Background: an optimization exercise with open tools, aiming at small area, a short achievable clock period and few clock cycles. Do not read the settings as production practice. The RTL was checked by simulation tests, not by an equivalence proof against the original design. Power is estimated from default activity; no workload was simulated.

## kcpsmx
module kcpsmx(
    output logic [PORT_DEPTH-1:0]   port_id,         
    output logic                    write_strobe,    
    output logic [PORT_WIDTH-1:0]   out_port,        
    output logic                    read_strobe,     
    input        [PORT_WIDTH-1:0]   in_port,         
    input                           interrupt,       
    output logic                    interrupt_ack,   
    input                           reset,           
    input                           clk,             
    output logic [CODE_DEPTH-1:0]   address,         
    input        [CODE_WIDTH-1:0]   instruction      
);
Size: ~1200 flip-flops, about 58 I/O pins, roughly 0.045 mm² of cells after synthesis.
make LEC_CHECK=0 CAP_MARGIN=20 CORE_MARGIN=2 CORE_UTILIZATION=75 CTS_BUF_LIST=sky130_fd_sc_hd__clkbuf_8 CTS_CLUSTER_DIAMETER=50 CTS_CLUSTER_SIZE=10 SETUP_SLACK_MARGIN=3.7 SLEW_MARGIN=20 TNS_END_PERCENT=30 finish   # period 6.0 ns
run.sh (not shown) runs the stock make flow with config.mk's settings and CLKGATE_MAP_FILE= SYNTH_SCRIPT=/design/flow/synth_recipe.tcl, a recipe that flattens the netlist after the stock synthesis.
Testbench counts at the start, summed over its fixed seeds: cycles 296,972.
==> next run, changes <==
ABC_CLOCK_PERIOD_IN_PS = 2200   (was default)
CTS_CLUSTER_DIAMETER = default   (was 50)
CTS_CLUSTER_SIZE = default   (was 10)
SETUP_SLACK_MARGIN = 3.5   (was 3.7)
Worst setup slack degrades by 34 ps.
Global-route usage stays flat.
Flip-flop and latch count stays the same.
Wire length came out lower by 0.37%.
Die area stays the same.
Clock-buffer cell count rises by 38.
Utilization grows by 0.26 points.
Critical path depth rises by 5.
Via count hardly moves.
Final cell count went up by 1.8%.
==> next run, changes <==
ABC_CLOCK_PERIOD_IN_PS = default   (was 2200)
CTS_CLUSTER_DIAMETER = 50   (was default)
CTS_CLUSTER_SIZE = 12   (was default)
SETUP_SLACK_MARGIN = 3.7   (was 3.5)
Result: Count of clock-buffer cells in the layout went down by 64. Design area fell by 1.0%. Via count drops by 1.1%. Area after synthesis stays the same. Sequential power is about the same. Clock skew came out lower by 10 ps. Setup slack improves by 93 ps. Non-clock buffer count went up by 26. Sequential share of layout area came out higher by 0.78 points. Clock power came out lower by 26%. Cell count is lower by 2.8%.
==> next run, changes <==
CAP_MARGIN = 0   (was 20)
CTS_CLUSTER_DIAMETER = default   (was 50)
CTS_CLUSTER_SIZE = default   (was 12)
SLEW_MARGIN = 0   (was 20)
The changed run ran to the end with no violations.
Sequential power is about the same.
Design area went up by 2.4%.
Total power went up by 11%.
Hold slack is about the same.
Synthesized area stays the same.
Worst setup slack gets worse by 78 ps.
Count of clock-buffer cells in the layout went up by 72.
Final cell count went up by 3.4%.
Via count went up by 1.8%.
==> next run, changes <==
CAP_MARGIN = 20   (was 0)
PLACE_DENSITY_LB_ADDON = 0.15   (was default)
SLEW_MARGIN = 20   (was 0)
Non-clock buffer count went down by 2.
Sequential power hardly moves.
Sequential cell count stays the same.
Design area went down by 0.35%.
Wire length went up by 1.5%.
Cell count stays flat.

03-18:
kcpsmx again, from the RTL that the note above started with.
// kcpsmx
module kcpsmx(
    output logic [PORT_DEPTH-1:0]   port_id,         
    output logic                    write_strobe,    
    output logic [PORT_WIDTH-1:0]   out_port,        
    output logic                    read_strobe,     
    input        [PORT_WIDTH-1:0]   in_port,         
    input                           interrupt,       
    output logic                    interrupt_ack,   
    input                           reset,           
    input                           clk,             
    output logic [CODE_DEPTH-1:0]   address,         
    input        [CODE_WIDTH-1:0]   instruction      
);
clock: 6.0 ns
lec_check: 0
cap_margin: 20
core_margin: 2
core_utilization: 75
cts_buf_list: sky130_fd_sc_hd__clkbuf_8
place_density: 0.85
setup_slack_margin: 3.7
slew_margin: 20
tns_end_percent: 30
Testbench counts of 03-18, summed over its fixed seeds: cycles 296,972.
#### Input delta (06-02 over 03-18)
# 03-18
export LEC_CHECK = 0
export CAP_MARGIN = 20
export CORE_MARGIN = 2
export CORE_UTILIZATION = 75
export CTS_BUF_LIST = sky130_fd_sc_hd__clkbuf_8
export PLACE_DENSITY = 0.85
export SETUP_SLACK_MARGIN = 3.7
export SLEW_MARGIN = 20
export TNS_END_PERCENT = 30
create_clock -name core_clock -period 6.0 [get_ports {clk}]
# 06-02
export LEC_CHECK = 0
export CAP_MARGIN = 20
export CORE_MARGIN = 2
export CORE_UTILIZATION = 75
export CTS_BUF_LIST = sky130_fd_sc_hd__clkbuf_8
export SETUP_SLACK_MARGIN = 3.6
export SLEW_MARGIN = 20
export TNS_END_PERCENT = 30
create_clock -name core_clock -period 6.0 [get_ports {clk}]
==> summary.txt <==
Looking at 03-18 and 06-02, the number of logic inverters in the finished layout is a wash. Status: switching share of power parity (03-18, 06-02). For the ratio of final minimum period to clock period, 06-02 came in 0.25 points lower than 03-18 did. What 06-02 reported for peak supply drop has to be multiplied by 1.3 to get the figure for 03-18. Compared 06-02 vs 03-18, and area overhead of the layout relative to synthesis is down in 06-02. Wire length on met2 is lower on 06-02. Between 03-18 and 06-02, the difference in global-route congestion overflow total is negligible. Least setup slack across all paths after layout: lower on 03-18.

Setup of quartz:
kcpsmx again, from the RTL that the note above started with.
clock: 6.0 ns
lec_check: 0
cap_margin: 20
core_margin: 2
core_utilization: 75
cts_buf_list: sky130_fd_sc_hd__clkbuf_8
setup_slack_margin: 3.8
slew_margin: 20
tns_end_percent: 30
Testbench counts of quartz, summed over its fixed seeds: cycles 296,972.
diff inputs: quartz => nickel
--- a/flow/config.mk
+++ b/flow/config.mk
@@ -11,3 +11,3 @@
 export CTS_BUF_LIST = sky130_fd_sc_hd__clkbuf_8
-export SETUP_SLACK_MARGIN = 3.8
+export SETUP_SLACK_MARGIN = 3.7
 export SLEW_MARGIN = 20
[summary]
Buffering overhead across quartz and nickel: no real change.
Total of fill cells in the finished design is higher on nickel
Between quartz and nickel, the final net count does not differ in any meaningful way.
Going from quartz to nickel, via count of the routed design shows no meaningful change, setup slack of the critical path after layout +0.020 ns.
Relative to nickel, the following input files were edited for raven:
--- a/flow/config.mk
+++ b/flow/config.mk
@@ -11,2 +11,4 @@
 export CTS_BUF_LIST = sky130_fd_sc_hd__clkbuf_8
+export CTS_CLUSTER_DIAMETER = 40
+export CTS_CLUSTER_SIZE = 12
 export SETUP_SLACK_MARGIN = 3.7
- Of nickel and raven, the run reporting the higher met2 usage was raven.
- raven leaves more setup margin than nickel.
- Taking nickel as the reference, in raven total wire length after detailed routing dropped 0.71%, cell area power density dropped 9.3 nW/um^2, sequential power barely changed.
- raven vs. nickel: final critical delay including setup and external delays -0.0081 ns; length of routed met3 wiring -320 um; final cell count without fillers -99; proportion of power drawn by the clock network -2.7 points; worst hold slack -0.0094 ns.
- The run showing the greater final antenna diode count is nickel.
Relative to raven, the following input files were edited for cedar:
--- a/flow/config.mk
+++ b/flow/config.mk
@@ -11,4 +11,4 @@
 export CTS_BUF_LIST = sky130_fd_sc_hd__clkbuf_8
-export CTS_CLUSTER_DIAMETER = 40
-export CTS_CLUSTER_SIZE = 12
+export CTS_CLUSTER_DIAMETER = 60
+export CTS_CLUSTER_SIZE = 18
 export SETUP_SLACK_MARGIN = 3.7
==> summary.txt <==
Relative to raven, the final wirelength measured on cedar has decreased slightly. Compared cedar vs raven, and number of buffer and inverter instances along the worst setup path is up in cedar. The higher number of fill cells of cedar and raven is in cedar. cedar against raven; non-clock buffer count is up by more than 10%.

static timing again, ports no longer ideal:
No port has a modelled driver above. Below, the same layouts with a new extraction and two added sets of constraints.
Step 1 sets driving cells, clkbuf_16 on the clock port and buf_2 on the other inputs (assumed; they add their load-dependent delay and slew).
Step 2 adds t to the input delays and takes it off the output delays; t is the mean of the earliest and latest rising clock arrival at the registers after step 1. Input paths then give back, and output paths get back, about the clock's delay inside the block.
a / b / c = ideal / step 1 / step 2; a / b = the first two.
| run | shift t [ns] | setup slack, ns | hold slack, ns | slew at the worst register clock pin (ns) |
|---|---|---|---|---|
| the first run of note 1 | 0.871 | 3.511 / 3.451 / 2.951 | 0.405 / 0.405 / 0.405 | 0.08 / 0.08 |
| the second run of note 1 | 0.868 | 3.477 / 3.420 / 2.733 | 0.397 / 0.397 / 0.397 | 0.07 / 0.07 |
| the third run of note 1 | 0.806 | 3.569 / 3.507 / 2.915 | 0.392 / 0.392 / 0.392 | 0.09 / 0.09 |
| the fourth run of note 1 | 0.875 | 3.492 / 3.435 / 2.941 | 0.390 / 0.390 / 0.390 | 0.07 / 0.07 |
| the fifth run of note 1 | 0.885 | 3.472 / 3.414 / 2.952 | 0.377 / 0.377 / 0.377 | 0.07 / 0.07 |
| 03-18 | 0.865 | 3.495 / 3.431 / 2.948 | 0.347 / 0.347 / 0.347 | 0.07 / 0.07 |
| 06-02 | 0.869 | 3.510 / 3.445 / 2.973 | 0.393 / 0.393 / 0.393 | 0.07 / 0.07 |
| quartz | 0.873 | 3.490 / 3.426 / 3.034 | 0.347 / 0.347 / 0.347 | 0.07 / 0.07 |
| nickel | 0.869 | 3.510 / 3.450 / 2.947 | 0.416 / 0.416 / 0.416 | 0.08 / 0.08 |
| raven | 0.861 | 3.519 / 3.455 / 2.916 | 0.406 / 0.406 / 0.406 | 0.08 / 0.08 |
| cedar | 0.765 | 3.509 / 3.509 / 3.013 | 0.425 / 0.425 / 0.425 | 0.12 / 0.12 |
After both steps setup and hold are still met in every run listed. The setup slack of the second run of note 1, which loses most, moves by -0.057 ns with the drivers and by -0.744 ns with both steps.
